This design comes from an exercise in tuning for small area on the open sky130 flow, not from production work. At most, simulation tests tie the RTL to the original design; equivalence was not proved. The RTL of runs 3 and 4 was laid out without a check of its function. No activity file was given, so power comes from the tool's default toggle rates.

File: config.mk
export PLATFORM = sky130hd
export DESIGN_NAME = dso100fb
export DESIGN_NICKNAME = dso100fb
export VERILOG_FILES = /design/flow/design.v
export SDC_FILE = /design/flow/constraint.sdc
export NUM_CORES = 4
export LEC_CHECK = 0
export CAP_MARGIN = 20
export CORE_MARGIN = 2
export CORE_UTILIZATION = 40
export CTS_BUF_LIST = sky130_fd_sc_hd__clkbuf_8
export CTS_CLUSTER_DIAMETER = 70
export CTS_CLUSTER_SIZE = 15
export SLEW_MARGIN = 20
File: constraint.sdc
create_clock -name core_clock -period 10.0 [get_ports {CLK}]
set_input_delay 2.0000 -clock core_clock [delete_from_list [all_inputs] [get_ports {CLK}]]
set_output_delay 2.0000 -clock core_clock [all_outputs]
set_load 0.01 [all_outputs]
File: design.v
module dso100fb_registers (
    input CLK,
    input RST_N,
    input      [31:0] PADDR,
    input             PENABLE,
    output reg [31:0] PRDATA,
    output            PREADY,
    output            PSLVERR,
    input             PSEL,
    input      [31:0] PWDATA,
    input             PWRITE,
    output            INTR,
    output reg        START,
    output reg        STOP,
    input             STARTED,
    input             STOPPED,
    input       [1:0] STATE,
    output reg [31:0] FETCH_FB_BASE,
    output reg [22:0] FETCH_FB_LENGTH,
    output    [143:0] TIMING,
    output reg  [2:0] POL
);
    reg [1:0] isr;
    reg [1:0] imr;
    reg [23:0] creg [0:5];
    reg [23:0] pend_data;
    reg  [2:0] pcode;
    assign PREADY = 1'b1;
    assign PSLVERR = 1'b0;
    wire [3:0] idx = PADDR[5:2];
    wire       wr = PSEL & PENABLE & PWRITE;
    wire       idx_timing = (idx >= 4'd5) && (idx <= 4'd10);
    wire       phit = idx_timing && (pcode == idx[2:0]);
    genvar j;
    generate
        for(j = 0; j < 6; j = j + 1)
        begin : tregs
            localparam [2:0] CODE = (j + 5) & 7;
            always @ (posedge CLK)
                if(pcode == CODE || !RST_N)
                    creg[j] <= pend_data & {24{RST_N}};
            assign TIMING[24 * j +: 24] = creg[j];
        end
    endgenerate
    always @ (posedge CLK)
        pend_data <= { PWDATA[27:16], PWDATA[11:0] };
    always @ (posedge CLK or negedge RST_N)
        if(!RST_N)
            pcode <= 3'd3;
        else if(wr && idx_timing)
            pcode <= idx[2:0];
        else
            pcode <= 3'd3;
    reg [2:0] jsel;
    always @*
        case(idx[2:0])
        3'd5: jsel = 3'd0;
        3'd6: jsel = 3'd1;
        3'd7: jsel = 3'd2;
        3'd0: jsel = 3'd3;
        3'd1: jsel = 3'd4;
        default: jsel = 3'd5;
        endcase
    wire [23:0] tv = phit ? pend_data : creg[jsel];
    reg [31:0] rd;
    always @*
    begin
        rd = 32'b0;
        case(idx)
        4'd0: rd[3:2] = STATE;
        4'd1: rd[1:0] = isr;
        4'd2: rd[1:0] = imr;
        4'd3: rd = FETCH_FB_BASE;
        4'd4: rd[22:0] = FETCH_FB_LENGTH;
        4'd5, 4'd6, 4'd7, 4'd8, 4'd9, 4'd10:
            rd = { 4'b0, tv[23:12], 4'b0, tv[11:0] };
        4'd11: rd[2:0] = POL;
        default: ;
        endcase
    end
    always @ (posedge CLK or negedge RST_N)
        if(!RST_N)
        begin
            PRDATA <= 32'b0;
            START <= 1'b0;
            STOP <= 1'b0;
            isr <= 2'b00;
            imr <= 2'b00;
            FETCH_FB_BASE <= 32'b0;
            FETCH_FB_LENGTH <= 23'b0;
            POL <= 3'b0;
        end
        else
        begin
            START <= wr && (idx == 4'd0) && PWDATA[0];
            STOP <= wr && (idx == 4'd0) && PWDATA[1];
            if(PSEL)
                PRDATA <= rd;
            if(wr && idx == 4'd1)
                isr <= isr & PWDATA[1:0];
            else
                isr <= isr | { STOPPED, STARTED };
            if(wr && idx == 4'd2)
                imr <= PWDATA[1:0];
            if(wr && idx == 4'd3)
                FETCH_FB_BASE <= PWDATA;
            if(wr && idx == 4'd4)
                FETCH_FB_LENGTH <= PWDATA[22:0];
            if(wr && idx == 4'd11)
                POL <= PWDATA[2:0];
        end
    assign INTR = |(isr & imr);
endmodule
module dso100fb_startstop (
  input CLK,
  input RST_N,
  input START,
  input STOP,
  output STARTED,
  output STOPPED,
  output reg [1:0] STATE,
  output FETCH_EN,
  output LCD_ENABLE,
  output SYNC_ENABLE,
  input FRAME,
  output BL_ENABLE
);
    localparam S_IDLE     = 3'd0;
    localparam S_PU1      = 3'd1;
    localparam S_PU2      = 3'd2;
    localparam S_RUN      = 3'd3;
    localparam S_PD1      = 3'd4;
    localparam S_PD2      = 3'd5;
    localparam S_RUNDOWN  = 3'd6;
    reg [2:0] st;
    reg pulse;
    always @ (posedge CLK or negedge RST_N)
        if(!RST_N)
        begin
            st <= S_IDLE;
            pulse <= 1'b0;
        end
        else
        begin
            pulse <= 1'b0;
            case(st)
            S_IDLE:    if(START) st <= S_PU1;
            S_PU1:     if(FRAME) st <= S_PU2;
            S_PU2:     if(FRAME) begin st <= S_RUN; pulse <= 1'b1; end
            S_RUN:     if(STOP)  st <= S_PD1;
            S_PD1:     if(FRAME) st <= S_PD2;
            S_PD2:     if(FRAME) st <= S_RUNDOWN;
            S_RUNDOWN: if(FRAME) begin st <= S_IDLE; pulse <= 1'b1; end
            default: ;
            endcase
        end
    always @*
        case(st)
        S_IDLE:         STATE = 2'd0;
        S_PU1, S_PU2:   STATE = 2'd1;
        S_RUN:          STATE = 2'd2;
        default:        STATE = 2'd3;
        endcase
    assign LCD_ENABLE = (st != S_IDLE);
    assign SYNC_ENABLE = (st != S_IDLE);
    assign FETCH_EN = (st != S_IDLE) && (st != S_RUNDOWN);
    assign BL_ENABLE = (st == S_RUN);
    assign STARTED = pulse && (st != S_IDLE);
    assign STOPPED = pulse && (st == S_IDLE);
endmodule
module dso100fb_fetch (
  input             CLK,
  input             RST_N,
  input             FETCH_EN,
  input      [31:0] FETCH_FB_BASE,
  input      [22:0] FETCH_FB_LENGTH,
  output     [71:0] MCMD_TDATA,
  input             MCMD_TREADY,
  output reg        MCMD_TVALID,
  input       [7:0] MSTS_TDATA,
  output            MSTS_TREADY,
  input             MSTS_TVALID
);
    assign MCMD_TDATA = { 16'b0, FETCH_FB_BASE, 9'b010000001, FETCH_FB_LENGTH };
    assign MSTS_TREADY = 1'b1;
    always @ (posedge CLK or negedge RST_N)
        if(!RST_N)
            MCMD_TVALID <= 1'b0;
        else
            MCMD_TVALID <= FETCH_EN && MCMD_TREADY;
endmodule
module async_fifo (
    input             CLK,
    input             RD_RST_N,
    input             RD,
    output reg        RD_EMPTY,
    output reg        RD_VALID,
    output     [31:0] RD_DATA,
    input             WR_RST_N,
    input             WR,
    output reg        WR_FULL,
    input      [31:0] WR_DATA
);
    reg [5:0] rbin, wbin;
    reg [5:0] wq1_rbin, wq2_rbin;
    reg [5:0] rq1_wbin, rq2_wbin;
    wire wr_en = WR & ~WR_FULL;
    wire rd_en = RD & ~RD_EMPTY;
    wire [5:0] wbinnext = wbin + wr_en;
    wire [5:0] rbinnext = rbin + rd_en;
    always @ (posedge CLK or negedge WR_RST_N)
        if(!WR_RST_N)
        begin
            wbin <= 6'b0;
            { wq2_rbin, wq1_rbin } <= 12'b0;
            WR_FULL <= 1'b0;
        end
        else
        begin
            wbin <= wbinnext;
            { wq2_rbin, wq1_rbin } <= { wq1_rbin, rbin };
            WR_FULL <= (wbinnext == { ~wq2_rbin[5], wq2_rbin[4:0] });
        end
    always @ (posedge CLK or negedge RD_RST_N)
        if(!RD_RST_N)
        begin
            rbin <= 6'b0;
            { rq2_wbin, rq1_wbin } <= 12'b0;
            RD_EMPTY <= 1'b1;
            RD_VALID <= 1'b0;
        end
        else
        begin
            rbin <= rbinnext;
            { rq2_wbin, rq1_wbin } <= { rq1_wbin, wbin };
            RD_EMPTY <= (rbinnext == rq2_wbin);
            RD_VALID <= rd_en;
        end
    reg [31:0] mem [0:31];
    wire [4:0] wslot = wbin[4:0] + 5'd1;
    genvar p;
    generate
        for(p = 0; p < 32; p = p + 1)
        begin : slot
            always @ (posedge CLK)
                if(wr_en && wslot == p)
                    mem[p] <= WR_DATA;
        end
    endgenerate
    reg [31:0] rdata;
    integer k;
    always @*
    begin
        rdata = 32'b0;
        for(k = 0; k < 32; k = k + 1)
            rdata = rdata | (mem[k] & {32{RD_VALID && rbin[4:0] == k}});
    end
    assign RD_DATA = rdata;
endmodule
module dso100fb_sync (
    input        CLK,
    input        RST_N,
    input        VID_RST_N,
    input        EN,
    output reg   VID_DE,
    output reg   VID_HSYNC,
    output reg   VID_VSYNC,
    output       VIDEO_FETCH,
    output       OVERLAY_EN,
    output       OVERLAY_SYNC,
    input [143:0] TIMING,
    input   [2:0] POL,
    output       FRAME
);
    localparam H_IDLE    = 3'd0;
    localparam H_FP      = 3'd1;
    localparam H_SYNC    = 3'd2;
    localparam H_BP      = 3'd3;
    localparam H_BEFORE  = 3'd4;
    localparam H_OVERLAY = 3'd5;
    localparam H_AFTER   = 3'd6;
    localparam H_SYNC1   = 3'd7;
    localparam V_IDLE    = 3'd0;
    localparam V_FP      = 3'd1;
    localparam V_SYNC    = 3'd2;
    localparam V_BP      = 3'd3;
    localparam V_BEFORE  = 3'd4;
    localparam V_OVERLAY = 3'd5;
    localparam V_AFTER   = 3'd6;
    wire [11:0] WIDTHBEFOREOVERLAY  = TIMING[0   +: 12];
    wire [11:0] WIDTHOVERLAY        = TIMING[12  +: 12];
    wire [11:0] WIDTHAFTEROVERLAY   = TIMING[24  +: 12];
    wire [11:0] HFRONTPORCH         = TIMING[36  +: 12];
    wire [11:0] HSYNCPULSE          = TIMING[48  +: 12];
    wire [11:0] HBACKPORCH          = TIMING[60  +: 12];
    wire [11:0] HEIGHTBEFOREOVERLAY = TIMING[72  +: 12];
    wire [11:0] HEIGHTOVERLAY       = TIMING[84  +: 12];
    wire [11:0] HEIGHTAFTEROVERLAY  = TIMING[96  +: 12];
    wire [11:0] VFRONTPORCH         = TIMING[108 +: 12];
    wire [11:0] VSYNCPULSE          = TIMING[120 +: 12];
    wire [11:0] VBACKPORCH          = TIMING[132 +: 12];
    reg en_sync, en_video;
    reg [2:0] hstate;
    reg [2:0] vstate;
    reg frame;
    reg [11:0] hcounter;
    reg [11:0] vcounter;
    reg [2:0] pol_vid;
    reg frame_req;
    reg frame_sync, frame_main, frame_delayed;
    reg frame_ack_sync, frame_ack_video;
    wire line = (hstate == H_SYNC1);
    wire hsync = (hstate == H_SYNC) || (hstate == H_SYNC1);
    wire hde = hstate[2] && (hstate != H_SYNC1);
    wire h_overlay_en = (hstate == H_OVERLAY);
    wire vsync = (vstate == V_SYNC);
    wire vde = vstate[2];
    wire v_overlay_en = (vstate == V_OVERLAY);
    wire hcounter_end = !(|hcounter[11:1]);
    wire vcounter_end = !(|vcounter[11:1]);
    wire de = hde && vde;
    always @ (posedge CLK or negedge VID_RST_N)
        if(!VID_RST_N)
            pol_vid <= 3'b0;
        else
            pol_vid <= POL;
    always @ (posedge CLK or negedge VID_RST_N)
        if(!VID_RST_N)
            frame_req <= 1'b0;
        else
            frame_req <= (frame_req || frame) && !frame_ack_video;
    always @ (posedge CLK or negedge RST_N)
        if(!RST_N)
            { frame_delayed, frame_main, frame_sync } <= 3'b000;
        else
            { frame_delayed, frame_main, frame_sync } <= { frame_main, frame_sync, frame_req };
    always @ (posedge CLK or negedge VID_RST_N)
        if(!VID_RST_N)
            { frame_ack_video, frame_ack_sync } <= 2'b00;
        else
            { frame_ack_video, frame_ack_sync } <= { frame_ack_sync, frame_main };
    assign FRAME = frame_main && !frame_delayed;
    assign OVERLAY_EN = h_overlay_en && v_overlay_en;
    always @ (posedge CLK or negedge VID_RST_N)
        if(!VID_RST_N)
            { en_video, en_sync } <= 2'b00;
        else
            { en_video, en_sync } <= { en_sync, EN };
    always @ (posedge CLK or negedge VID_RST_N)
        if(!VID_RST_N)
        begin
            hstate <= H_IDLE;
            hcounter <= 12'b0;
        end
        else
        begin
            if(hcounter_end || !en_video)
                case(hstate)
                H_IDLE:
                    if(en_video)
                    begin
                        hstate <= H_FP;
                        hcounter <= HFRONTPORCH;
                    end
                H_FP:
                    if(en_video)
                    begin
                        hstate <= H_SYNC1;
                        hcounter <= HSYNCPULSE;
                    end
                    else
                        hstate <= H_IDLE;
                H_SYNC, H_SYNC1:
                begin
                    hstate <= H_BP;
                    hcounter <= HBACKPORCH;
                end
                H_BP:
                    if(|WIDTHBEFOREOVERLAY)
                    begin
                        hstate <= H_BEFORE;
                        hcounter <= WIDTHBEFOREOVERLAY;
                    end
                    else if(|WIDTHOVERLAY)
                    begin
                        hstate <= H_OVERLAY;
                        hcounter <= WIDTHOVERLAY;
                    end
                    else
                    begin
                        hstate <= H_AFTER;
                        hcounter <= WIDTHAFTEROVERLAY;
                    end
                H_BEFORE:
                    if(|WIDTHOVERLAY)
                    begin
                        hstate <= H_OVERLAY;
                        hcounter <= WIDTHOVERLAY;
                    end
                    else if(|WIDTHAFTEROVERLAY)
                    begin
                        hstate <= H_AFTER;
                        hcounter <= WIDTHAFTEROVERLAY;
                    end
                    else
                    begin
                        hstate <= H_FP;
                        hcounter <= HFRONTPORCH;
                    end
                H_OVERLAY:
                    if(|WIDTHAFTEROVERLAY)
                    begin
                        hstate <= H_AFTER;
                        hcounter <= WIDTHAFTEROVERLAY;
                    end
                    else
                    begin
                        hstate <= H_FP;
                        hcounter <= HFRONTPORCH;
                    end
                default:  
                begin
                    hstate <= H_FP;
                    hcounter <= HFRONTPORCH;
                end
                endcase
            else
            begin
                hcounter <= hcounter - 1'b1;
                if(hstate == H_SYNC1)
                    hstate <= H_SYNC;
            end
        end
    always @ (posedge CLK or negedge VID_RST_N)
        if(!VID_RST_N)
        begin
            vstate <= V_IDLE;
            vcounter <= 12'b0;
            frame <= 1'b0;
        end
        else
        begin
            frame <= 1'b0;
            if(line || !en_video)
            begin
                if(vcounter_end || !en_video)
                    case(vstate)
                    V_IDLE:
                        if(en_video)
                        begin
                            vstate <= V_FP;
                            vcounter <= HFRONTPORCH;
                        end
                    V_FP:
                    begin
                        frame <= 1'b1;
                        if(en_video)
                        begin
                            vstate <= V_SYNC;
                            vcounter <= VSYNCPULSE;
                        end
                        else
                            vstate <= V_IDLE;
                    end
                    V_SYNC:
                    begin
                        vstate <= V_BP;
                        vcounter <= VBACKPORCH;
                    end
                    V_BP:
                        if(|HEIGHTBEFOREOVERLAY)
                        begin
                            vstate <= V_BEFORE;
                            vcounter <= HEIGHTBEFOREOVERLAY;
                        end
                        else if(|HEIGHTOVERLAY)
                        begin
                            vstate <= V_OVERLAY;
                            vcounter <= HEIGHTOVERLAY;
                        end
                        else
                        begin
                            vstate <= V_AFTER;
                            vcounter <= HEIGHTAFTEROVERLAY;
                        end
                    V_BEFORE:
                        if(|HEIGHTOVERLAY)
                        begin
                            vstate <= V_OVERLAY;
                            vcounter <= HEIGHTOVERLAY;
                        end
                        else if(|HEIGHTAFTEROVERLAY)
                        begin
                            vstate <= V_AFTER;
                            vcounter <= HEIGHTAFTEROVERLAY;
                        end
                        else
                        begin
                            vstate <= V_FP;
                            vcounter <= VFRONTPORCH;
                        end
                    V_OVERLAY:
                        if(|HEIGHTAFTEROVERLAY)
                        begin
                            vstate <= V_AFTER;
                            vcounter <= HEIGHTAFTEROVERLAY;
                        end
                        else
                        begin
                            vstate <= V_FP;
                            vcounter <= VFRONTPORCH;
                        end
                    V_AFTER:
                    begin
                        vstate <= V_FP;
                        vcounter <= VFRONTPORCH;
                    end
                    default: ;
                    endcase
                else
                    vcounter <= vcounter - 1'b1;
            end
        end
    always @ (posedge CLK or negedge VID_RST_N)
        if(!VID_RST_N)
        begin
            VID_DE <= 1'b0;
            VID_HSYNC <= 1'b0;
            VID_VSYNC <= 1'b0;
        end
        else
        begin
            VID_DE <= de ^ pol_vid[0];
            VID_HSYNC <= hsync ^ pol_vid[1];
            VID_VSYNC <= vsync ^ pol_vid[2];
        end
    assign VIDEO_FETCH = de;
    assign OVERLAY_SYNC = frame;
endmodule
module dso100fb_video_mix_saturating_add (
    input [7:0] A,
    input [7:0] B,
    output [7:0] O
);
    wire [8:0] c;
    wire [7:0] s;
    assign c[0] = 1'b0;
    genvar i;
    generate
        for(i = 0; i < 8; i = i + 1)
        begin : rca
            assign s[i] = A[i] ^ B[i] ^ c[i];
            assign c[i + 1] = (A[i] & B[i]) | (c[i] & (A[i] ^ B[i]));
        end
    endgenerate
    assign O = s | { 8 { c[8] } };
endmodule
module dso100fb_video_mix (
    input             VIDCLK,
    input             RST_N,
    input             VIDEO_VALID,
    input      [31:0] VIDEO_DATA,
    input             OVERLAY_EN,
    input             OVERLAY_VALID,
    input      [31:0] OVERLAY_DATA,
    input             DE,
    input             HSYNC,
    input             VSYNC,
    output reg [31:0] VID_DATA,
    output reg        VID_DE,
    output reg        VID_HSYNC,
    output reg        VID_VSYNC
);
    reg overlay_valid;
    reg [31:0] mix;
    wire [31:0] video_data;
    wire [31:0] overlay_data;
    wire [31:0] mixed_data;
    reg de2, hsync2, vsync2;
    always @ (posedge VIDCLK or negedge RST_N)
        if(!RST_N)
            overlay_valid <= 1'b0;
        else
            overlay_valid <= OVERLAY_EN && OVERLAY_VALID;
    assign video_data = VIDEO_DATA;
    assign overlay_data = overlay_valid ? OVERLAY_DATA : 32'b0;
    genvar byte_i;
    generate
        for(byte_i = 0; byte_i < 4; byte_i = byte_i + 1)
        begin : add_byte
            dso100fb_video_mix_saturating_add add (
                .A(video_data[(byte_i + 1) * 8 - 1:(byte_i * 8)]),
                .B(overlay_data[(byte_i + 1) * 8 - 1:(byte_i * 8)]),
                .O(mixed_data[(byte_i + 1) * 8 - 1:(byte_i * 8)])
            );
        end
    endgenerate
    always @ (posedge VIDCLK)
        mix <= mixed_data;
    always @ (posedge VIDCLK or negedge RST_N)
        if(!RST_N)
        begin
            VID_DATA <= 32'b0;
            { VID_DE, de2 } <= 2'b0;
            { VID_HSYNC, hsync2 } <= 2'b0;
            { VID_VSYNC, vsync2 } <= 2'b0;
        end
        else
        begin
            VID_DATA <= de2 ? mix : 32'b0;
            { VID_DE, de2 } <= { de2, DE };
            { VID_HSYNC, hsync2 } <= { hsync2, HSYNC };
            { VID_VSYNC, vsync2 } <= { vsync2, VSYNC };
        end
endmodule
module dso100fb (
    input         CLK,
    input         RST_N,
    input  [31:0] PADDR,
    input         PENABLE,
    output [31:0] PRDATA,
    output        PREADY,
    output        PSLVERR,
    input         PSEL,
    input  [31:0] PWDATA,
    input         PWRITE,
    output [71:0] MCMD_TDATA,
    input         MCMD_TREADY,
    output        MCMD_TVALID,
    input   [7:0] MSTS_TDATA,
    output        MSTS_TREADY,
    input         MSTS_TVALID,
    input  [31:0] MDATA_TDATA,
    output        MDATA_TREADY,
    input         MDATA_TVALID,
    output [31:0] VID_DATA,
    output        VID_DE,
    output        VID_HSYNC,
    output        VID_VSYNC,
    output        INTR,
    output        LCD_ENABLE,
    output        BL_ENABLE,
    output        OVERLAY_EN,
    input         OVERLAY_VALID,
    input  [31:0] OVERLAY_DATA,
    output        OVERLAY_SYNC,
    output        VID_RST_N
);
    wire start, stop, started, stopped;
    wire [1:0] state;
    wire fetch_en, sync_enable, frame;
    wire [31:0] fetch_fb_base;
    wire [22:0] fetch_fb_length;
    wire [143:0] timing;
    wire [2:0] pol;
    wire fifo_full, video_empty, video_fetch;
    wire de, hsync, vsync;
    wire [4:0] rd_slot;
    wire [31:0] video_pixel;
    wire video_valid;
    reg vid_rst_n;
    reg vid_rst_sync;
    always @ (posedge CLK or negedge RST_N)
        if(!RST_N)
            { vid_rst_n, vid_rst_sync } <= 2'b00;
        else
            { vid_rst_n, vid_rst_sync } <= { vid_rst_sync, 1'b1 };
    assign VID_RST_N = vid_rst_n;
    dso100fb_registers regs (
        .CLK(CLK), .RST_N(RST_N),
        .PADDR(PADDR), .PENABLE(PENABLE), .PRDATA(PRDATA), .PREADY(PREADY),
        .PSEL(PSEL), .PSLVERR(PSLVERR), .PWDATA(PWDATA), .PWRITE(PWRITE),
        .INTR(INTR),
        .START(start), .STOP(stop), .STARTED(started), .STOPPED(stopped), .STATE(state),
        .FETCH_FB_BASE(fetch_fb_base), .FETCH_FB_LENGTH(fetch_fb_length),
        .TIMING(timing), .POL(pol)
    );
    dso100fb_startstop startstop (
        .CLK(CLK), .RST_N(RST_N),
        .START(start), .STOP(stop), .STARTED(started), .STOPPED(stopped), .STATE(state),
        .FETCH_EN(fetch_en), .LCD_ENABLE(LCD_ENABLE), .SYNC_ENABLE(sync_enable),
        .FRAME(frame), .BL_ENABLE(BL_ENABLE)
    );
    dso100fb_fetch fetch (
        .CLK(CLK), .RST_N(RST_N),
        .FETCH_EN(fetch_en), .FETCH_FB_BASE(fetch_fb_base), .FETCH_FB_LENGTH(fetch_fb_length),
        .MCMD_TDATA(MCMD_TDATA), .MCMD_TREADY(MCMD_TREADY), .MCMD_TVALID(MCMD_TVALID),
        .MSTS_TDATA(MSTS_TDATA), .MSTS_TVALID(MSTS_TVALID), .MSTS_TREADY(MSTS_TREADY)
    );
    async_fifo fb_fifo (
        .CLK(CLK),
        .RD_RST_N(vid_rst_n),
        .RD(video_fetch),
        .RD_EMPTY(video_empty),
        .RD_VALID(video_valid),
        .RD_DATA(video_pixel),
        .WR_RST_N(RST_N),
        .WR(MDATA_TVALID),
        .WR_FULL(fifo_full),
        .WR_DATA(MDATA_TDATA)
    );
    assign MDATA_TREADY = !fifo_full;
    dso100fb_sync sync (
        .CLK(CLK), .RST_N(RST_N), .VID_RST_N(vid_rst_n), .EN(sync_enable),
        .VID_DE(de), .VID_HSYNC(hsync), .VID_VSYNC(vsync),
        .VIDEO_FETCH(video_fetch), .OVERLAY_EN(OVERLAY_EN), .OVERLAY_SYNC(OVERLAY_SYNC),
        .TIMING(timing), .POL(pol),
        .FRAME(frame)
    );
    dso100fb_video_mix mixer (
        .VIDCLK(CLK), .RST_N(vid_rst_n),
        .VIDEO_VALID(video_valid), .VIDEO_DATA(video_pixel),
        .OVERLAY_EN(OVERLAY_EN), .OVERLAY_VALID(OVERLAY_VALID), .OVERLAY_DATA(OVERLAY_DATA),
        .DE(de), .HSYNC(hsync), .VSYNC(vsync),
        .VID_DATA(VID_DATA), .VID_DE(VID_DE), .VID_HSYNC(VID_HSYNC), .VID_VSYNC(VID_VSYNC)
    );
endmodule
File: flow/run.sh
#!/bin/bash
set -euo pipefail
export BUFFER_PORTS_ARGS="-buffer_cell sky130_fd_sc_hd__buf_1"
bash standard.sh finish > standard_flow.log 2>&1
File: standard.sh
#!/bin/bash
# synth_recipe.tcl (not shown) runs the flow's synth.tcl, then flattens the netlist and writes it again
# the make line also repeats each setting of config.mk as NAME=value (left out here)
make -C /OpenROAD-flow-scripts/flow DESIGN_CONFIG=/design/flow/config.mk WORK_HOME=/design/flow/orfs CLKGATE_MAP_FILE= SYNTH_SCRIPT=/design/flow/synth_recipe.tcl "${@:-finish}"
==> summary.md, run 1 <==
| Metric | Value |
|---|---|
| Io pins | 295 |
| DRC Markers | 0 |
| Standard-cell rows | 137 |
| PortBufs | 237 |
| Worst setup EP type | flop |
| Commonest non-fill, non-tap cell in the layout | edfxtp_1 |
| Initial core utilization | 40.2% |
| H-tree level count | 3 |
| EDFF count, synth | ~1200 |
| TritonCTS clock tree | yes |
| LEAKAGE | 20.7 nW |
| CTS max path bufs | 3 |
| Initial antenna violation count | 14 |
| Final setup viols | 0 |
| Yosys reg bits | 1453 |
| Sequential element share of the synthesized area | 74.9% |
| Area leader, netlist | edfxtp_1 |
| Crit-path max FO | 19 |
| DIE WIDTH | around 380 um |
| Vias in the first global route | between 30000 and 40000 |
| Worst EP arrival | ~7700 ps |
| Ys flop type | edfxtp_1 |
| Reg2reg path depth | 17 |
| Final nets | 4070 |
| Final HPWL DP | about 110000 um |
| Switching share of power | 29.0% |
| Synth Instances | between 3000 and 4000 |
| CP delay by family, top | adder cells |
| Synth unique cells | 86 |
| Root buffer cell | clkbuf_8 |
| RSZ-0062 raised after global routing | false |
| Worst-path clk slew | 110 ps |
| Buf/Inv on CP | 3 |
| Crit path launch type | flop |
| Worst rel slew slack | between 20% and 30% |
| Reg power frac | just over 60% |
| Core ar. | 0.139 mm2 |
| Ratio of cells with drive above 1 in the final layout | roughly 13% |
| Net Sw Power | 0.00352 W |
| Routability cong. | 0.979 |
| Slew Viols, Final | 0 |
| Total Routing Usage GR | about a quarter |
| Max Fclk | 145 MHz |
| Min cycle time layout | 6890 ps |
| Largest net degree at the start of global routing | 76 |
| Number of gates resized after CTS | 0 |
| Area share of the largest cell type after synthesis | 62.7% |
| Reg-to-Reg Start | fb_fifo.rbin[4] |
| Die ar. | between 0.1 and 0.15 mm2 |
| Vias/cell | 6.27 |
| GRT Residual Overflow | 0 |
| Reg2reg setup slack | 3110 ps |
| CP Cell Sequence | nand2b_1 > nor2_4 > buf_4 > a22oi_1 > nand4_1 > or4_1 > ha_1 > fa_1 > fa_1 > fa_1 > fa_1 > fa_1 > inv_1 > fa_1 > inv_1 > fa_1 > or2_2 |
| Vias | 36500 |
| DRT antenna net count | 0 |
| Combinational power share | 13.9% |
| Slew @ Worst Pin | 1140 ps |
| FF-to-FF End | mixer.mix[13] |
| Syn avg cell area | 15.5 um2 |
| Most frequent CP cell | fa_1 |
| Worst-skew pair later-pin latency | 870 ps |
| P_int | 0.00861 W |
| Clock Skews | a little under 80 ps |
| Ys async rst share | roughly 16% |
| Hold Violations, Final | 0 |
| Setup TNS | 0 ps |
| CP required | 10760 ps |
| PD cells | 196 mW/mm2 |
| WS Path Type | reg2reg |
| Synth warnings | 9 |
| Worst VDD drop | 101 uV |
| Status | timing/DRC/antenna clean |
| Routed Wire Length | 189000 um |
| TritonCTS Buffers | 111 |
| Drt wl/cell | 32.4 um |
| Hold crit path type | reg2async |
| Max stage delay on crit path | 770 ps |
| Pre-antenna DRT Iters | 8 |
| Area contributors post-synth | edfxtp_1, dfrtp_1, a22oi_1, dfxtp_1, nor2_1 |
| Post-synthesis instance area | between 0.05 and 0.06 mm2 |
| Clock power share | 25.2% |
| Most frequent cells in the layout | edfxtp_1, a22oi_1, dfrtp_1 |
| Clock Sinks | 1453 |
| Final total power | 0.0121 W |
| Hold_buf cts | 0 |
| Die H | roughly 380 um |
| MaxCap Viol Count | 0 |
| First-pass GRT wire length | 262000 um |
| Final Cycle Share | 68.9% |
| Post-CTS Setup Bufs | 0 |
| Slowest stage cell, crit path | or4_1 |
| Starting DRT DRC Count | 5075 |
| Layout area overhead | 10.5% |
state kept, by name, indices dropped and copies added (netlist names), 12 cells and up:
name,flops
fb_fifo.mem,1024
mixer.VID_DATA,32
mixer.mix,32
regs.FETCH_FB_BASE,32
regs.FETCH_FB_LENGTH,23
regs.PRDATA,32
regs.creg,144
regs.pend_data,24
sync.hcounter,12
sync.vcounter,12
power groups by stage:
stage	sequential, W	combinational (W)	clock (W)
after CTS	0.00738	0.00165	0.00309
after detailed placement	0.00752	0.00165	0
final	0.00739	0.00169	0.00306
after floorplan	0.00740	0.000951	0
after global routing	0.00744	0.00179	0.00330
after global placement	0.00750	0.00163	0
cell usage after synthesis (all sizes together), types with 7 or more instances:
cell	count
a21oi	109
a221o	11
a221oi	54
a22oi	532
a31oi	17
and2	90
and3	18
buf	77
clkbuf	147
dfrtp	226
dfxtp	56
edfxtp	1168
fa	28
ha	10
inv	36
mux2	70
mux2i	15
nand2	103
nand2b	17
nand3	37
nand4	132
nor2	229
nor2b	14
nor3	26
nor3b	10
nor4	31
o2111ai	7
o211ai	19
o21a	11
o21ai	90
o221ai	21
o22ai	13
o31ai	15
or2	37
or3	11
or4	17
xnor2	16
xor2	14
metal layers:
metal	routed length, um	vias up	global-route usage [%]	part of all wire, %
met3	22000	390	5.15	12
met2	84600	2450	39.4	45
li1	-	14800	-	-
met4	6500	0	8.31	3.4
met1	75600	18900	37.2	40
met5	0	-	0	0
kinds of logic after synthesis:
logic type      count (synthesis)  synth area share (%)
compound gates                954                  12.2
xor+xnor                       30                 0.469
fa+ha+maj                      38                  1.23
buf+inv                       263                  1.99
flops                        1453                  74.9
mux                            85                  1.68
other cells                     2                0.0134
simple gates                  791                  7.47
final cells by class:
class                           count  area [um2]
Inverter                           39         146
Timing Repair Buffer              363        1900
Clock buffer                      113        1560
Clock inverter                     63         374
Tap cell                         1876        2350
Multi-Input combinational cell   1919       13600
Antenna cell                        5        12.5
Fill cell                       12400       77400
Sequential cell                  1453       41900
worst max-delay path by stage:
| stage | from | endpoint | slack [ps] | depth (start not counted) |
|---|---|---|---|---|
| final | fb_fifo.rbin[4] | mixer.mix[13] | 3110 | 17 |
| after floorplan | OVERLAY_DATA[0] | mixer.mix[0] | 4250 | 12 |
| after global placement | fb_fifo.rbin[4] | mixer.mix[9] | 3200 | 17 |
| after detailed placement | fb_fifo.rbin[4] | mixer.mix[13] | 3140 | 17 |
| after CTS | fb_fifo.rbin[4] | mixer.mix[13] | 3110 | 17 |
| after global routing | fb_fifo.rbin[4] | mixer.mix[13] | 2850 | 17 |
stage by stage:
stage                     worst slack [ps]  hold slack (ps)  util, %  instances  area, um2
after floorplan                       4250              331        -       3635      56000
after global placement                3200              320     43.0       5648      59800
after detailed placement              3140              317     43.0       5649      59800
after CTS                             3110              319     44.4       5825      61800
after global routing                  2850              339     44.4       5828      61800
final                                 3110              281     44.4       5831      61800
==> run 2, diff against run 1 <==
--- a/config.mk
+++ b/config.mk
@@ -9,3 +9,3 @@
 export CORE_MARGIN = 2
-export CORE_UTILIZATION = 40
+export CORE_UTILIZATION = 60
 export CTS_BUF_LIST = sky130_fd_sc_hd__clkbuf_8
@@ -13,2 +13,3 @@
 export CTS_CLUSTER_SIZE = 15
+export PLACE_DENSITY = 0.75
 export SLEW_MARGIN = 20
==> run 2 against run 1 <==
- still clean on timing, DRC and antenna
- core utilization increased by 21 points
- register-to-register slack got worse by 150 ps
- via count increased by 0.31%
- routed wire length decreased by 5.7%
- final cell count decreased by 11%
- worst setup slack got worse by 150 ps
- synthesized area unchanged
- sequential share of layout area increased by 1.1 points
- first-iteration DRC count increased by 14%
- critical path type unchanged
- critical endpoint unchanged
- largest cell class unchanged
- largest power group unchanged
- highest routed layer is now met5
==> summary.md, run 2 <==
| Metric | Value |
|---|---|
| WS Path Type | reg2reg |
| CP required | 10680 ps (-80 ps) |
| MaxCap Viol Count | 0 (unchanged) |
| Clock Sinks | 1453 (unchanged) |
| Largest regs | fb_fifo.mem: 1024 flops, regs.creg: 144 flops |
| Vias/cell | 7.08 (+13%) |
| Commonest non-fill, non-tap cell in the layout | edfxtp_1 |
| Status | timing/DRC/antenna clean |
| Drt wl/cell | 34.4 um (+6.2%) |
| Crit-path max FO | 23 (+4) |
| LEAKAGE | 20.6 nW (-0.83%) |
| Final HPWL DP | 107000 um (-2.9%) |
| Final hold slack | 271 ps (-9.34 ps) |
| Vias in the first global route | 35100 (+3.0%) |
| Die H | 309 um (-18%) |
| TritonCTS Buffers | 108 (-2.7%) |
| GRT Residual Overflow | 0 (unchanged) |
| Synth unique cells | 86 (unchanged) |
| Hold Violations, Final | 0 (unchanged) |
| Yosys reg bits | 1453 (unchanged) |
| Layout area overhead | 8.65% |
| Final nets | 4057 (-0.32%) |
| Hold crit path type | reg2async |
| Layout filler cell count | 6437 (-48%) |
| Pre-antenna DRT Iters | 9 (+1) |
| Ratio of cells with drive above 1 in the final layout | 12.1% (-0.43 points) |
| Synth Instances | 3616 (unchanged) |
| Die ar. | 0.0957 mm2 (-33%) |
| Final setup viols | 0 (unchanged) |
| Core ar. | 0.0929 mm2 (-33%) |
| Most frequent cells after synthesis | edfxtp_1, a22oi_1, nor2_1, dfrtp_1, clkbuf_1 |
| Area leader, netlist | edfxtp_1 |
| Ys async rst share | 15.8% (unchanged) |
| Routed Wire Length | 178000 um (-5.7%) |
| Clock Skews | 69.9 ps (-8.53 ps) |
| Most frequent cells in the layout | edfxtp_1, a22oi_1, dfrtp_1 |
| Slew Viols, Final | 0 (unchanged) |
| DRT antenna net count | 0 (unchanged) |
| EDFF count, synth | 1168 (unchanged) |
| Root buffer cell | clkbuf_8 |
| Syn avg cell area | 15.5 um2 (unchanged) |
| Standard-cell rows | 112 (-18%) |
| Min cycle time layout | 7040 ps (+146 ps) |
| Max reg flops | 1024 (unchanged) |
| Largest Register | fb_fifo.mem |
| Worst VDD drop | 135 uV (+34%) |
| Setup TNS | 0 ps (unchanged) |
| DIE WIDTH | 309 um (-18%) |
| Io pins | 295 (unchanged) |
| Ys flop type | edfxtp_1 |
| Starting DRT DRC Count | 5808 (+14%) |
| PD cells | 197 mW/mm2 (+0.55%) |
| Max Fclk | 142 MHz (-2.1%) |
| Final Cycle Share | 70.4% (+1.5 points) |
| Vias | 36600 (+0.31%) |
| H-tree level count | 3 (unchanged) |
| TritonCTS clock tree | yes |
| Worst-skew pair later-pin latency | 860 ps (about the same) |
| Worst-path clk slew | 110 ps (about the same) |
| Count leader, synth | edfxtp_1 |
| Routability cong. | 1.03 (+5.3%) |
| Post-CTS Setup Bufs | 0 (unchanged) |
| CTS max path bufs | 3 (unchanged) |
| Post-synthesis instance area | 0.0560 mm2 (unchanged) |
| Initial core utilization | 60.2% (+20 points) |
| Total Routing Usage GR | 37.1% (+11 points) |
| Sequential element share of the synthesized area | 74.9% (unchanged) |
| Number of gates resized after CTS | 0 (unchanged) |
| Synth warnings | 9 (unchanged) |
| Slew @ Worst Pin | 1160 ps (+18.8 ps) |
| Hold_buf cts | 0 (unchanged) |
| PortBufs | 237 (unchanged) |
| RSZ-0062 raised after global routing | false |
| Worst EP arrival | 7720 ps (+60 ps) |
| DRC Markers | 0 (unchanged) |
| Area share of the largest cell type after synthesis | 62.7% (unchanged) |
| Crit path launch type | flop |
| Worst setup EP type | flop |
| Initial antenna violation count | 17 (+3) |
| First-pass GRT wire length | 249000 um (-4.8%) |
| Area contributors post-synth | edfxtp_1, dfrtp_1, a22oi_1, dfxtp_1, nor2_1 |
| Largest net degree at the start of global routing | 90 (+18%) |
| Worst rel slew slack | 22.6% (-1.3 points) |
-- run 2: cell counts after synthesis --
No cell type changed its count.
-- run 2: worst paths after layout --
| check | slack (ps) | from | cells after the start | endpoint |
|---|---|---|---|---|
| max in group asynchronous | 7140 | RST_N | 4 | regs.PRDATA[29] |
| setup / recovery | 2960 | fb_fifo.rbin[4] | 17 | mixer.mix[13] |
| setup reg to reg | 2960 | fb_fifo.rbin[4] | 17 | mixer.mix[13] |
| hold / removal | 270 | vid_rst_n | 0 | fb_fifo.RD_VALID |
| min in group core_clock | 350 | mixer.vsync2 | 0 | mixer.VID_VSYNC |
| hold reg to reg | 270 | vid_rst_n | 0 | fb_fifo.RD_VALID |
-- run 2: cell type report --
cell class / instances / area, um2 / share of cell area (%)
Multi-Input combinational cell: 1919 / 13500 / 22.3
Inverter: 39 / 146 / 0.241
Timing Repair Buffer: 353 / 1830 / 3.02
Sequential cell: 1453 / 41900 / 69.0
Clock buffer: 110 / 1510 / 2.49
Antenna cell: 6 / 15.0 / 0.0247
Clock inverter: 42 / 251 / 0.414
Tap cell: 1254 / 1570 / 2.58
-- run 2: layer usage --
metal	vias up	part of all wire (%)	global-route usage, %
li1	14800	-	-
met1	18000	32	46.9
met2	3126	45	56.1
met3	767	15	12.2
met4	16	7.6	22.7
met5	-	0.048	0
-- run 2: logic make-up after synthesis --
| group | synth area share [%] |
|---|---|
| AO/OA/AOI/OAI | 12.2 |
| XOR/XNOR | 0.469 |
| adder cells (fa/ha/maj) | 1.23 |
| buffers and inverters | 1.99 |
| flip-flops | 74.9 |
| multiplexers | 1.68 |
| other | 0.0134 |
| AND/OR/NAND/NOR | 7.47 |
-- run 2: worst max-delay path, cell delays in order (launching register included) --
cell and delay, ps:
dfrtp_1 480, nand2b_1 780, nor2_4 240, buf_4 410, a22oi_1 240, nand4_1 110
or4_1 750, ha_1 310, fa_1 450, fa_1 460, fa_1 480, fa_1 460
fa_1 500, inv_1 120, fa_1 170, inv_1 60, fa_1 550, or2_2 340
-- run 2: stage by stage --
stage	util [%]	power, W	std cells	area [um2]	setup WS (ps)
after detailed placement	63.4	0.00916	5016	58900	3070
after floorplan	-	0.00835	3635	56000	4250
after global routing	65.5	0.0123	5175	60800	2770
after global placement	63.4	0.00911	5016	58900	3200
after CTS	65.3	0.0119	5168	60700	3060
final	65.5	0.0120	5176	60800	2960
-- run 2: report_power, final --
| part | internal [W] | total [W] | switching, W |
|---|---|---|---|
| Combinational | 0.000480 | 0.00170 | 0.00122 |
| Sequential | 0.00706 | 0.00740 | 0.000335 |
| Clock | 0.00104 | 0.00290 | 0.00186 |
| Total | 0.00859 | 0.0120 | 0.00341 |
==> run 3, diff against run 2 <==
--- a/design.v
+++ b/design.v
@@ -240,2 +240,8 @@
     wire [4:0] wslot = wbin[4:0] + 5'd1;
+    reg [4:0] wslot2;
+    always @ (posedge CLK or negedge WR_RST_N)
+        if(!WR_RST_N)
+            wslot2 <= 5'd1;
+        else
+            wslot2 <= wslot2 + wr_en;
     genvar p;
@@ -244,5 +250,6 @@
         begin : slot
+            wire we = wr_en && wslot == p;
+            wire hold = ~(wr_en && wslot2 == p);
             always @ (posedge CLK)
-                if(wr_en && wslot == p)
-                    mem[p] <= WR_DATA;
+                mem[p] <= (WR_DATA & {32{we}}) | (mem[p] & {32{hold}});
         end
--- a/config.mk
+++ b/config.mk
@@ -9,3 +9,3 @@
 export CORE_MARGIN = 2
-export CORE_UTILIZATION = 60
+export CORE_UTILIZATION = 40
 export CTS_BUF_LIST = sky130_fd_sc_hd__clkbuf_8
@@ -13,3 +13,2 @@
 export CTS_CLUSTER_SIZE = 15
-export PLACE_DENSITY = 0.75
 export SLEW_MARGIN = 20
==> run 3 against run 2 <==
- clock skew grew 47 ps
- highest routed layer unchanged
- fmax is 4.5% higher
- sequential power is 24% higher
- non-clock buffer count grew 58
==> summary.md, run 3 <==
| Metric | Value |
|---|---|
| Slew @ Worst Pin | 1310 ps (+155 ps) |
| CP required | 10850 ps (+170 ps) |
| Clock power share | 19.8% (-4.4 points) |
| Combinational power share | 24.1% (+9.9 points) |
| First-pass GRT wire length | 336000 um (+35%) |
| Synth unique cells | 85 (-1.2%) |
| DIE WIDTH | 380 um (+23%) |
| Fin util | 44.1% (-21 points) |
| LEAKAGE | 23.6 nW (+15%) |
| Worst EP arrival | 7590 ps (-130 ps) |
| Met3 wire len | 33500 um (+22%) |
| DRT antenna net count | 0 (unchanged) |
| Ratio of cells with drive above 1 in the final layout | 10.7% (-1.4 points) |
| Min cycle time layout | 6740 ps (-300 ps) |
| DRC Markers | 0 (unchanged) |
| Max reg flops | 1024 (unchanged) |
| Area share of the largest cell type after synthesis | 38.3% (-24 points) |
| Final Cycle Share | 67.4% (-3.0 points) |
| Max Fclk | 148 MHz (+4.5%) |
| PortBufs | 237 (unchanged) |
| Syn avg cell area | 11.2 um2 (-28%) |
| Hold Violations, Final | 0 (unchanged) |
| Synth warnings | 9 (unchanged) |
| Hold crit path type | reg2async |
| Final setup viols | 0 (unchanged) |
| Post-route setup slack | 3260 ps (+300 ps) |
| Starting DRT DRC Count | 7590 (+31%) |
| Crit-path max FO | 17 (-26%) |
| Vias | 47700 (+30%) |
| Net Sw Power | 0.00524 W (+53%) |
| Layout filler cell count | 13300 (+110%) |
| Total Routing Usage GR | 31.9% (-5.2 points) |
| Area contributors post-synth | dfxtp_1, a22o_1, dfrtp_1, edfxtp_1, a22oi_1 |
| Ys async rst share | 16.0% (+0.29 points) |
| Ys flop type | dfxtp_1 |
| Largest regs | fb_fifo.mem: 1024 flops, regs.creg: 144 flops |
| Commonest non-fill, non-tap cell in the layout | dfxtp_1 |
| TritonCTS Buffers | 111 (+2.8%) |
| WS Path Type | reg2reg |
| Crit path launch type | flop |
| Slew Viols, Final | 0 (unchanged) |
| Worst-path clk slew | 100 ps (about the same) |
| Routability cong. | 0.929 (-9.9%) |
| Hold_buf cts | 0 (unchanged) |
| Setup TNS | 0 ps (unchanged) |
| Initial antenna violation count | 8 (-9) |
| Switching share of power | 32.2% (+3.7 points) |
| Vias/cell | 6.83 (-3.5%) |
| H-tree level count | 3 (unchanged) |
| Io pins | 295 (unchanged) |
| Most frequent cells after synthesis | dfxtp_1, a22o_1, a22oi_1, clkbuf_1, nor2_1 |
| Post-synthesis instance area | 0.0565 mm2 (+0.88%) |
| Final nets | 5244 (+29%) |
| Met1 wire length | 93500 um (+63%) |
| Largest net degree at the start of global routing | 66 (-27%) |
| PD cells | 264 mW/mm2 (+34%) |
| Reg power frac | 56.2% (-5.4 points) |
| CP Cell Sequence | nand2b_1 > nor2_4 > buf_4 > a22oi_1 > nand4_1 > nor2_1 > nand2_1 > ha_1 > fa_1 > fa_1 > fa_1 > fa_1 > fa_1 > inv_1 > fa_1 > inv_1 > fa_1 > or2_2 |
| EDFF count, synth | 144 (-88%) |
| Core ar. | 0.140 mm2 (+51%) |
| Layout area overhead | 9.14% |
| Post-CTS Setup Bufs | 0 (unchanged) |
| Sequential element share of the synthesized area | 56.3% (-19 points) |
| TritonCTS clock tree | yes |
| Initial core utilization | 40.4% (-20 points) |
| Routed Wire Length | 241000 um (+35%) |
| GRT Residual Overflow | 0 (unchanged) |
| Vias in the first global route | 44600 (+27%) |
| Pre-CTS setup slack | 3280 ps (+214 ps) |
| RSZ-0062 raised after global routing | false |
| Worst setup EP type | flop |
| WL met2 | 99100 um (+25%) |
| Synth Instances | 5037 (+39%) |
| Clock Sinks | 1458 (+0.34%) |
| Status | timing/DRC/antenna clean |
| Clock Skews | 117 ps (+47.1 ps) |
| Worst rel slew slack | 12.4% (-10 points) |
| Highest metal used | met5 |
| Drt wl/cell | 34.4 um (+0.18%) |
| P_int | 0.0110 W (+29%) |
| Slowest stage cell, crit path | nand2b_1 |
| Yosys reg bits | 1458 (+0.34%) |
| Most frequent CP cell | fa_1 |
| Root buffer cell | clkbuf_8 |
| Largest Register | fb_fifo.mem |
| Worst-skew pair later-pin latency | 960 ps (+100 ps) |
| Count leader, synth | dfxtp_1 |
| Die ar. | 0.144 mm2 (+51%) |
| CTS max path bufs | 3 (unchanged) |
| Die H | 380 um (+23%) |
| Pre-antenna DRT Iters | 6 (-3) |
| Final HPWL DP | 135000 um (+26%) |
| Number of gates resized after CTS | 0 (unchanged) |
| Standard-cell rows | 137 (+22%) |
| MaxCap Viol Count | 0 (unchanged) |
| Max stage delay on crit path | 700 ps (-80 ps) |
| Worst VDD drop | 126 uV (-6.6%) |
| Area leader, netlist | dfxtp_1 |
| Most frequent cells in the layout | dfxtp_1, a22o_1, a22oi_1 |
-- run 3: layout make-up --
class / instances / area, um2 / share of cell area [%]
sequential: 1458 / 31800 / 51.6
multi-input combinational: 3013 / 23000 / 37.4
tap: 1876 / 2350 / 3.81
timing repair buffer: 411 / 2220 / 3.61
clock buffer: 113 / 1560 / 2.52
clock inverter: 43 / 402 / 0.652
inverter: 64 / 240 / 0.390
antenna: 5 / 12.5 / 0.0203
-- run 3: cell families (layout without fill, tap and decap cells) --
kind of cell,count (synthesis),after routing,share of synthesized area [%]
other,2,26,0.0133
adder cells (fa/ha/maj),40,40,1.26
multiplexers,86,86,1.70
AO/OA/AOI/OAI,1978,1978,28.1
flip-flops,1458,1458,56.3
buffers and inverters,585,631,4.17
XOR/XNOR,31,31,0.481
AND/OR/NAND/NOR,857,857,7.92
-- run 3: worst max-delay path, delay by kind of cell (launching register included) --
kind                     cells  cell delay, ps
AO/OA/AOI/OAI                1             290
adder cells (fa/ha/maj)      8            3300
buffers and inverters        3             560
flip-flops                   1             490
AND/OR/NAND/NOR              6            2060
-- run 3: worst paths after layout --
| check | slack (ps) | cells past startpoint | end | start |
|---|---|---|---|---|
| max | 3260 | 18 | mixer.mix[29] | fb_fifo.rbin[2] |
| min | 230 | 0 | mixer.VID_DATA[30] | vid_rst_n |
| max reg2reg | 3260 | 18 | mixer.mix[29] | fb_fifo.rbin[2] |
| min reg2reg | 230 | 0 | mixer.VID_DATA[30] | vid_rst_n |
| max in group asynchronous | 7540 | 2 | vid_rst_n | RST_N |
| min in group core_clock | 340 | 0 | vid_rst_n | vid_rst_sync |
-- run 3: power groups by stage --
stage | combinational (W) | clock [W] | sequential [W]
CTS | 0.00382 | 0.00323 | 0.00909
detailed placement | 0.00381 | 0 | 0.00920
global route | 0.00416 | 0.00345 | 0.00935
global placement | 0.00372 | 0 | 0.00916
floorplan | 0.00280 | 0 | 0.00889
finish | 0.00392 | 0.00322 | 0.00914
-- run 3: stage by stage --
step	hold slack, ps	power (W)	cell area [um2]	instances
detailed placement	303	0.0130	59700	6822
CTS	245	0.0161	61600	6978
finish	226	0.0163	61600	6983
floorplan	331	0.0117	56500	5056
global route	258	0.0170	61600	6979
global placement	304	0.0129	59600	6820
-- run 3: per-layer routing --
metal	GRT usage [%]	vias to the layer above
li1	-	19300
met1	43.4	23800
met2	45.6	3679
met3	9.64	885
met4	16.3	6
met5	1.29	-
==> run 4, diff against run 3 <==
--- a/design.v
+++ b/design.v
@@ -197,2 +197,3 @@
     output reg        RD_VALID,
+    input             RD_GATE,
     output     [31:0] RD_DATA,
@@ -204,2 +205,3 @@
     reg [5:0] rbin, wbin;
+    reg WR_FULL2;
     reg [5:0] wq1_rbin, wq2_rbin;
@@ -216,2 +218,3 @@
             WR_FULL <= 1'b0;
+            WR_FULL2 <= 1'b0;
         end
@@ -222,2 +225,3 @@
             WR_FULL <= (wbinnext == { ~wq2_rbin[5], wq2_rbin[4:0] });
+            WR_FULL2 <= (wbinnext[4:0] == wq2_rbin[4:0]) && (wbinnext[5] != wq2_rbin[5]);
         end
@@ -236,3 +240,3 @@
             RD_EMPTY <= (rbinnext == rq2_wbin);
-            RD_VALID <= rd_en;
+            RD_VALID <= rd_en && RD_GATE;
         end
@@ -240,8 +244,2 @@
     wire [4:0] wslot = wbin[4:0] + 5'd1;
-    reg [4:0] wslot2;
-    always @ (posedge CLK or negedge WR_RST_N)
-        if(!WR_RST_N)
-            wslot2 <= 5'd1;
-        else
-            wslot2 <= wslot2 + wr_en;
     genvar p;
@@ -250,4 +248,5 @@
         begin : slot
-            wire we = wr_en && wslot == p;
-            wire hold = ~(wr_en && wslot2 == p);
+            wire sel = (wslot == p);
+            wire we = WR & ~WR_FULL & sel;
+            wire hold = ~(WR & ~WR_FULL2 & sel);
             always @ (posedge CLK)
@@ -279,3 +278,4 @@
     input   [2:0] POL,
-    output       FRAME
+    output       FRAME,
+    output       DE_NEXT
 );
@@ -539,3 +539,3 @@
         begin
-            VID_DE <= de ^ pol_vid[0];
+            VID_DE <= DE_NEXT;
             VID_HSYNC <= hsync ^ pol_vid[1];
@@ -544,2 +544,3 @@
     assign VIDEO_FETCH = de;
+    assign DE_NEXT = de ^ pol_vid[0];
     assign OVERLAY_SYNC = frame;
@@ -573,2 +574,3 @@
     input             DE,
+    input             DE_NEXT,
     input             HSYNC,
@@ -590,3 +592,3 @@
         else
-            overlay_valid <= OVERLAY_EN && OVERLAY_VALID;
+            overlay_valid <= OVERLAY_EN && OVERLAY_VALID && DE_NEXT;
     assign video_data = VIDEO_DATA;
@@ -616,3 +618,3 @@
         begin
-            VID_DATA <= de2 ? mix : 32'b0;
+            VID_DATA <= mix;
             { VID_DE, de2 } <= { de2, DE };
@@ -667,2 +669,3 @@
     wire video_valid;
+    wire de_next;
     reg vid_rst_n;
@@ -702,2 +705,3 @@
         .RD_VALID(video_valid),
+        .RD_GATE(de_next),
         .RD_DATA(video_pixel),
@@ -714,3 +718,4 @@
         .TIMING(timing), .POL(pol),
-        .FRAME(frame)
+        .FRAME(frame),
+        .DE_NEXT(de_next)
     );
@@ -720,3 +725,3 @@
         .OVERLAY_EN(OVERLAY_EN), .OVERLAY_VALID(OVERLAY_VALID), .OVERLAY_DATA(OVERLAY_DATA),
-        .DE(de), .HSYNC(hsync), .VSYNC(vsync),
+        .DE(de), .DE_NEXT(de_next), .HSYNC(hsync), .VSYNC(vsync),
         .VID_DATA(VID_DATA), .VID_DE(VID_DE), .VID_HSYNC(VID_HSYNC), .VID_VSYNC(VID_VSYNC)
==> run 4 against run 3 <==
- still clean
- core utilization increased by 0.082 points
- combinational power decreased by 5%
- routed wire length decreased by 0.48%
- synthesized cell count decreased by 0.79%
- via count decreased by 0.79%
- synthesized area decreased by 0.59%
- total power decreased by 0.66%
- final area decreased by 0.18%
- die area decreased by 0.59%
- critical path depth unchanged
- worst hold slack improved by 41 ps
==> summary.md, run 4 <==
| Metric | Value |
|---|---|
| Status | timing/DRC/antenna clean |
| Standard-cell rows | 137 (unchanged) |
| TritonCTS clock tree | yes |
| Reg-to-Reg Start | fb_fifo.rbin[3] |
| Io pins | 295 (unchanged) |
| Synth warnings | 9 (unchanged) |
| Reg2reg setup slack | 3070 ps (-190 ps) |
| PortBufs | 237 (unchanged) |
| TritonCTS Buffers | 114 (+2.7%) |
| LEAKAGE | 23.5 nW (-0.14%) |
| Routed Wire Length | 239000 um (-0.48%) |
| Hold_buf cts | 0 (unchanged) |
| Largest regs | fb_fifo.mem: 1024 flops, regs.creg: 144 flops |
| CP required | 10840 ps (about the same) |
| Max Fclk | 144 MHz (-2.8%) |
| Crit-path max FO | 14 (-3) |
| Largest Register | fb_fifo.mem |
| Slew Viols, Final | 0 (unchanged) |
| Critical Path Source | fb_fifo.rbin[3] |
| Root buffer cell | clkbuf_8 |
| Final Cycle Share | 69.3% (+1.9 points) |
| First-pass GRT wire length | 336000 um (about the same) |
| Ys flop type | dfxtp_1 |
| PD cells | 263 mW/mm2 (-0.47%) |
| Highest metal used | met5 |
| Vias | 47300 (-0.79%) |
| Max reg flops | 1024 (unchanged) |
| Initial core utilization | 40.3% (-0.092 points) |
| Met3 wire len | 34200 um (+2.0%) |
| WS Path Type | reg2reg |
| DRT antenna net count | 0 (unchanged) |
| Largest net degree at the start of global routing | 80 (+21%) |
| CTS max path bufs | 3 (unchanged) |
| Min cycle time layout | 6930 ps (+191 ps) |
| GRT Residual Overflow | 0 (unchanged) |
| EDFF count, synth | 144 (unchanged) |
| Ys async rst share | 15.8% (-0.23 points) |
| Hold Violations, Final | 0 (unchanged) |
| Initial antenna violation count | 13 (+5) |
| Count leader, synth | dfxtp_1 |
| Clock Skews | 113 ps (-3.85 ps) |
| Final nets | 5221 (-0.44%) |
| Synth unique cells | 85 (unchanged) |
| Most frequent cells after synthesis | dfxtp_1, a22o_1, a22oi_1, clkbuf_1, dfrtp_1 |
| Starting DRT DRC Count | 7202 (-5.1%) |
| Core ar. | 0.139 mm2 (-0.37%) |
| Worst rel slew slack | 22.2% (+9.8 points) |
| H-tree level count | 3 (unchanged) |
| Post-synthesis instance area | 0.0561 mm2 (-0.59%) |
| Number of gates resized after CTS | 0 (unchanged) |
| Area leader, netlist | dfxtp_1 |
| Die H | 379 um (-0.29%) |
| Vias in the first global route | 44300 (-0.84%) |
| Yosys reg bits | 1454 (-0.27%) |
| Die ar. | 0.143 mm2 (-0.59%) |
| Vias/cell | 6.79 (-0.59%) |
| Layout area overhead | 9.59% |
| Area contributors post-synth | dfxtp_1, a22o_1, dfrtp_1, edfxtp_1, a22oi_1 |
| Routability cong. | 0.926 (-0.28%) |
| Sequential element share of the synthesized area | 56.5% (+0.16 points) |
| Syn avg cell area | 11.2 um2 (+0.20%) |
| WL met2 | 98000 um (-1.1%) |
| Hold crit path type | reg2async |
| Slew @ Worst Pin | 1160 ps (-147 ps) |
| Worst-path clk slew | 100 ps (about the same) |
| Worst VDD drop | 134 uV (+6.2%) |
| Ratio of cells with drive above 1 in the final layout | 11.1% (+0.42 points) |
| Final setup viols | 0 (unchanged) |
| RSZ-0062 raised after global routing | false |
| Worst setup EP type | flop |
| Pre-antenna DRT Iters | 6 (unchanged) |
| Worst EP arrival | 7770 ps (+180 ps) |
| Worst-skew pair later-pin latency | 940 ps (-20 ps) |
| DIE WIDTH | 379 um (-0.29%) |
| Drt wl/cell | 34.3 um (-0.28%) |
| FF-to-FF End | mixer.mix[0] |
| Total Routing Usage GR | 32.5% (+0.55 points) |
| Post-CTS Setup Bufs | 0 (unchanged) |
| Synth Instances | 4997 (-0.79%) |
| Crit path launch type | flop |
| Met1 wire length | 94800 um (+1.4%) |
| DRC Markers | 0 (unchanged) |
| Most frequent cells in the layout | dfxtp_1, a22o_1, a22oi_1 |
| Final HPWL DP | 138000 um (+2.1%) |
| Reg2reg path depth | 18 (unchanged) |
| Area share of the largest cell type after synthesis | 38.5% (+0.23 points) |
| Setup TNS | 0 ps (unchanged) |
| Commonest non-fill, non-tap cell in the layout | dfxtp_1 |
| Fin util | 44.1% (+0.082 points) |
| Clock Sinks | 1454 (-0.27%) |
| MaxCap Viol Count | 0 (unchanged) |
[run 4: cell count changes after synthesis, moves of 16 or more]
cell | before | now
o221ai_1 | 12 | 35
a22o_1 | 1043 | 1027
and2_1 | 90 | 59
nand2_1 | 130 | 208
inv_1 | 63 | 33
o21ai_0 | 68 | 94
nor2_1 | 241 | 199
buf_1 | 35 | 55
a22oi_1 | 524 | 543
o22ai_1 | 47 | 13
a222oi_1 | 20 | 2
clkbuf_1 | 407 | 377
[run 4: how the worst max path moves through the flow]
stage                    endpoint  slack, ps  cells after the start
floorplan            mixer.mix[0]       4250                     12
global placement     mixer.mix[7]       3300                     18
detailed placement   mixer.mix[0]       3270                     18
CTS                 mixer.mix[21]       3240                     18
global route        mixer.mix[21]       2950                     18
finish               mixer.mix[0]       3070                     18
[run 4: cell type report]
cell class | instances | area [um2]
inverter | 34 | 128
multi-input combinational | 3017 | 23000
clock inverter | 47 | 460
clock buffer | 119 | 1640
sequential | 1454 | 31700
fill | 13100 | 77800
antenna | 5 | 12.5
tap | 1876 | 2350
timing repair buffer | 417 | 2260
[run 4: critical path, stage by stage, from the launching register on]
cell	delay, ps
dfrtp_1	490
nand2_1	710
nor2_4	290
buf_4	330
buf_4	300
a22oi_1	210
and4_1	190
nand3_1	380
ha_1	390
fa_1	460
fa_1	510
fa_1	480
fa_1	460
fa_1	430
inv_1	90
fa_1	200
inv_1	70
fa_1	510
or2_2	330
[run 4: metrics by stage]
stage	total power [W]	hold slack, ps	instances	instance area, um2	setup WS [ps]
2_1_floorplan	0.0115	316	5016	56200	4250
3_3_place_gp	0.0126	284	6798	59400	3300
3_5_place_dp	0.0128	290	6798	59400	3270
4_1_cts	0.0160	302	6964	61500	3240
5_1_grt	0.0168	323	6965	61500	2950
6_report	0.0162	267	6969	61500	3070
[run 4: report_power, final]
part,switching (W),internal [W]
logic,0.00186,0.00186
clock network,0.00209,0.00125
registers,0.00120,0.00792
total,0.00515,0.0110
[run 4: cells by family (layout without fill, tap and decap cells)]
kind of cell,count (synthesis),count (layout),share of synthesized area (%)
and+or+nand+nor,837,837,7.59
xor gates and xnor gates,34,34,0.531
AOI/OAI and AO/OA,1991,1991,28.4
other,2,26,0.0134
adders and majority gates,40,40,1.26
buffers and inverters,545,617,3.92
muxes,94,94,1.85
DFF,1454,1454,56.5
[run 4: layer usage]
metal / GRT usage (%) / vias to the layer above
li1: - / 19300
met1: 44.8 / 23700
met2: 46.0 / 3604
met3: 10.5 / 754
met4: 14.6 / 14
met5: 0 / -
==> run 5, diff against run 4 <==
--- a/design.v
+++ b/design.v
@@ -205,9 +205,9 @@
     reg [5:0] rbin, wbin;
+    reg       rv1, rv2;
+    reg [1:0] h, h1;
     reg WR_FULL2;
-    reg [5:0] wq1_rbin, wq2_rbin;
-    reg [5:0] rq1_wbin, rq2_wbin;
     wire wr_en = WR & ~WR_FULL;
     wire rd_en = RD & ~RD_EMPTY;
-    wire [5:0] wbinnext = wbin + wr_en;
-    wire [5:0] rbinnext = rbin + rd_en;
+    wire [5:0] n = wbin - rbin;
+    wire [5:0] wseen = n + { 5'b0, rv1 } + { 5'b0, rv2 };
     always @ (posedge CLK or negedge WR_RST_N)
@@ -216,3 +216,6 @@
             wbin <= 6'b0;
-            { wq2_rbin, wq1_rbin } <= 12'b0;
+            rv1 <= 1'b0;
+            rv2 <= 1'b0;
+            h <= 2'b0;
+            h1 <= 2'b0;
             WR_FULL <= 1'b0;
@@ -222,6 +225,9 @@
         begin
-            wbin <= wbinnext;
-            { wq2_rbin, wq1_rbin } <= { wq1_rbin, rbin };
-            WR_FULL <= (wbinnext == { ~wq2_rbin[5], wq2_rbin[4:0] });
-            WR_FULL2 <= (wbinnext[4:0] == wq2_rbin[4:0]) && (wbinnext[5] != wq2_rbin[5]);
+            wbin <= wbin + wr_en;
+            rv1 <= rd_en;
+            rv2 <= rv1;
+            h <= (RD_RST_N ? h1 : h) + wr_en;
+            h1 <= (RD_RST_N ? 2'b0 : h1) + wr_en;
+            WR_FULL <= (wseen + wr_en == 6'd32);
+            WR_FULL2 <= wr_en ? (wseen == 6'd31) : (wseen == 6'd32);
         end
@@ -231,3 +237,2 @@
             rbin <= 6'b0;
-            { rq2_wbin, rq1_wbin } <= 12'b0;
             RD_EMPTY <= 1'b1;
@@ -237,5 +242,4 @@
         begin
-            rbin <= rbinnext;
-            { rq2_wbin, rq1_wbin } <= { rq1_wbin, wbin };
-            RD_EMPTY <= (rbinnext == rq2_wbin);
+            rbin <= rbin + rd_en;
+            RD_EMPTY <= (n - { 4'b0, h } == { 5'b0, rd_en });
             RD_VALID <= rd_en && RD_GATE;
--- a/config.mk
+++ b/config.mk
@@ -9,3 +9,3 @@
 export CORE_MARGIN = 2
-export CORE_UTILIZATION = 40
+export CORE_UTILIZATION = 70
 export CTS_BUF_LIST = sky130_fd_sc_hd__clkbuf_8
@@ -13,2 +13,3 @@
 export CTS_CLUSTER_SIZE = 15
+export PLACE_DENSITY = 0.85
 export SLEW_MARGIN = 20
==> run 5 against run 4 <==
- still clean on timing, DRC and antenna
- core utilization grew 32 points
- critical path depth is 1 higher
- final cell count fell by 12%
- global-route usage up 19 points
- routed wire length shrank 8.0%
- register-to-register slack barely moved
- clock power decreased by 13%
==> summary.md, run 5 <==
| Metric | Value |
|---|---|
| DIE WIDTH | 287 um (-24%) |
| Yosys reg bits | 1436 (-1.2%) |
| Area leader, netlist | dfxtp_1 |
| P_int | 0.0107 W (-2.6%) |
| Synth warnings | 9 (unchanged) |
| Ys flop type | dfxtp_1 |
| CP required | 10720 ps (-120 ps) |
| Slowest stage cell, crit path | or4_1 |
| Most frequent cells in the layout | dfxtp_1, a22o_1, a22oi_1 |
| Die ar. | 0.0821 mm2 (-43%) |
| Area contributors post-synth | dfxtp_1, a22o_1, dfrtp_1, edfxtp_1, a22oi_1 |
| Sequential element share of the synthesized area | 55.9% (-0.58 points) |
| DRT antenna net count | 0 (unchanged) |
| Hold crit path type | reg2reg |
| Count leader, synth | dfxtp_1 |
| Most frequent CP cell | fa_1 |
| CTS max path bufs | 3 (unchanged) |
| Initial core utilization | 70.8% (+30 points) |
| H-tree level count | 3 (unchanged) |
| DRC Markers | 0 (unchanged) |
| Io pins | 295 (unchanged) |
| Initial antenna violation count | 10 (-3) |
| Largest net degree at the start of global routing | 65 (-19%) |
| Worst-skew pair later-pin latency | 830 ps (-110 ps) |
| Final setup viols | 0 (unchanged) |
| First-pass GRT wire length | 313000 um (-6.6%) |
| Critical Path Source | fb_fifo.rbin[1] |
| Synth Instances | 5011 (+0.28%) |
| Final Cycle Share | 69.3% (about the same) |
| Die H | 287 um (-24%) |
| Reg-to-Reg Start | fb_fifo.rbin[1] |
| Post-CTS Setup Bufs | 0 (unchanged) |
| GRT Residual Overflow | 0 (unchanged) |
| Layout area overhead | 7.11% |
| Crit path launch type | flop |
| Slew @ Worst Pin | 1250 ps (+89.8 ps) |
| Worst rel slew slack | 15.7% (-6.5 points) |
| Area share of the largest cell type after synthesis | 38.7% (+0.16 points) |
| Clock Sinks | 1436 (-1.2%) |
| EDFF count, synth | 144 (unchanged) |
| TritonCTS Buffers | 106 (-7.0%) |
| Net Sw Power | 0.00515 W (about the same) |
| TritonCTS clock tree | yes |
| PortBufs | 237 (unchanged) |
| Commonest non-fill, non-tap cell in the layout | dfxtp_1 |
| Pre-antenna DRT Iters | 11 (+5) |
| Status | timing/DRC/antenna clean |
| Final nets | 5238 (+0.33%) |
| Hold_buf cts | 0 (unchanged) |
run 5: changes by cell type after synthesis, moves of 16 or more:
cell,change
o21ai_0,+34
dfrtp_1,-18
a221oi_1,+46
or4_1,+18
buf_1,-42
a21oi_1,+47
a22oi_1,-60
clkbuf_1,+48
a31oi_1,-16
nand2_1,-54
nand3_1,+32
a22o_1,+29
run 5: cells by family (layout without fill, tap and decap cells):
kind of cell	count (synthesis)	in the layout	synth area share (%)
AO/OA/AOI/OAI	2014	2014	28.5
flip-flops	1436	1436	55.9
adder cells (fa/ha/maj)	53	53	1.60
buffers and inverters	560	618	4.03
other	2	28	0.0134
multiplexers	100	100	1.96
AND/OR/NAND/NOR	814	814	7.44
XOR/XNOR	32	32	0.548
run 5: metrics by stage:
step           setup slack [ps]  util, %  cell area (um2)  total power [W]  cells
2_1_floorplan              4250        -            56000           0.0115   5030
3_3_place_gp               3300     73.5            58100           0.0126   5980
3_5_place_dp               3240     73.5            58100           0.0128   5982
4_1_cts                    3220     75.7            59800           0.0156   6138
5_1_grt                    2870     75.8            59900           0.0164   6142
6_report                   3070     75.8            59900           0.0159   6145
run 5: metal layers:
metal	global-route usage (%)	share of wire (%)	vias to the layer above
met5	0.756	0.049	-
met4	32.8	8.7	8
met3	26.3	20	1621
met2	68.7	38	5356
met1	66.9	33	23900
li1	-	-	19300
run 5: power by group through the flow:
stage / combinational (W) / sequential, W / clock, W
after global placement: 0.00357 / 0.00900 / 0
after global routing: 0.00413 / 0.00923 / 0.00305
after floorplan: 0.00279 / 0.00874 / 0
after CTS: 0.00377 / 0.00898 / 0.00285
final: 0.00394 / 0.00906 / 0.00290
after detailed placement: 0.00375 / 0.00908 / 0
run 5: worst max-delay path, delay by kind of cell, from the launching register on:
kind                     cells  cell delay [ps]
buffers and inverters        4              690
AND/OR/NAND/NOR              5             1850
flip-flops                   1              500
AO/OA/AOI/OAI                2              500
adder cells (fa/ha/maj)      8             3230
run 5: cell type report:
class / count / area, um2
inverters: 50 / 188
clock inverters: 48 / 239
clock buffers: 108 / 1490
diodes: 7 / 17.5
well taps: 1050 / 1310
repair buffers: 412 / 2230
fillers: 5277 / 19100
multi-input cells: 3034 / 23100
flip-flops and latches: 1436 / 31300
run 5: path summary, 6_finish.rpt:
| kind | slack, ps | depth (start not counted) | end |
|---|---|---|---|
| setup / recovery | 3070 | 19 | mixer.mix[3] |
| hold / removal | 320 | 0 | mixer.VID_DATA[29] |
| setup reg to reg | 3070 | 19 | mixer.mix[3] |
| hold reg to reg | 320 | 0 | mixer.VID_DATA[29] |
| max in group asynchronous | 6850 | 3 | vid_rst_n |
| min in group asynchronous | 610 | 1 | fb_fifo.rbin[4] |

Check on run 5: ideal ports give 3.066 ns setup slack; a clkbuf_16 on the clock port and buf_2 on the inputs give 3.066 ns; moving port delays by the midpoint clock arrival (0.880 ns) as well gives 3.066 ns.
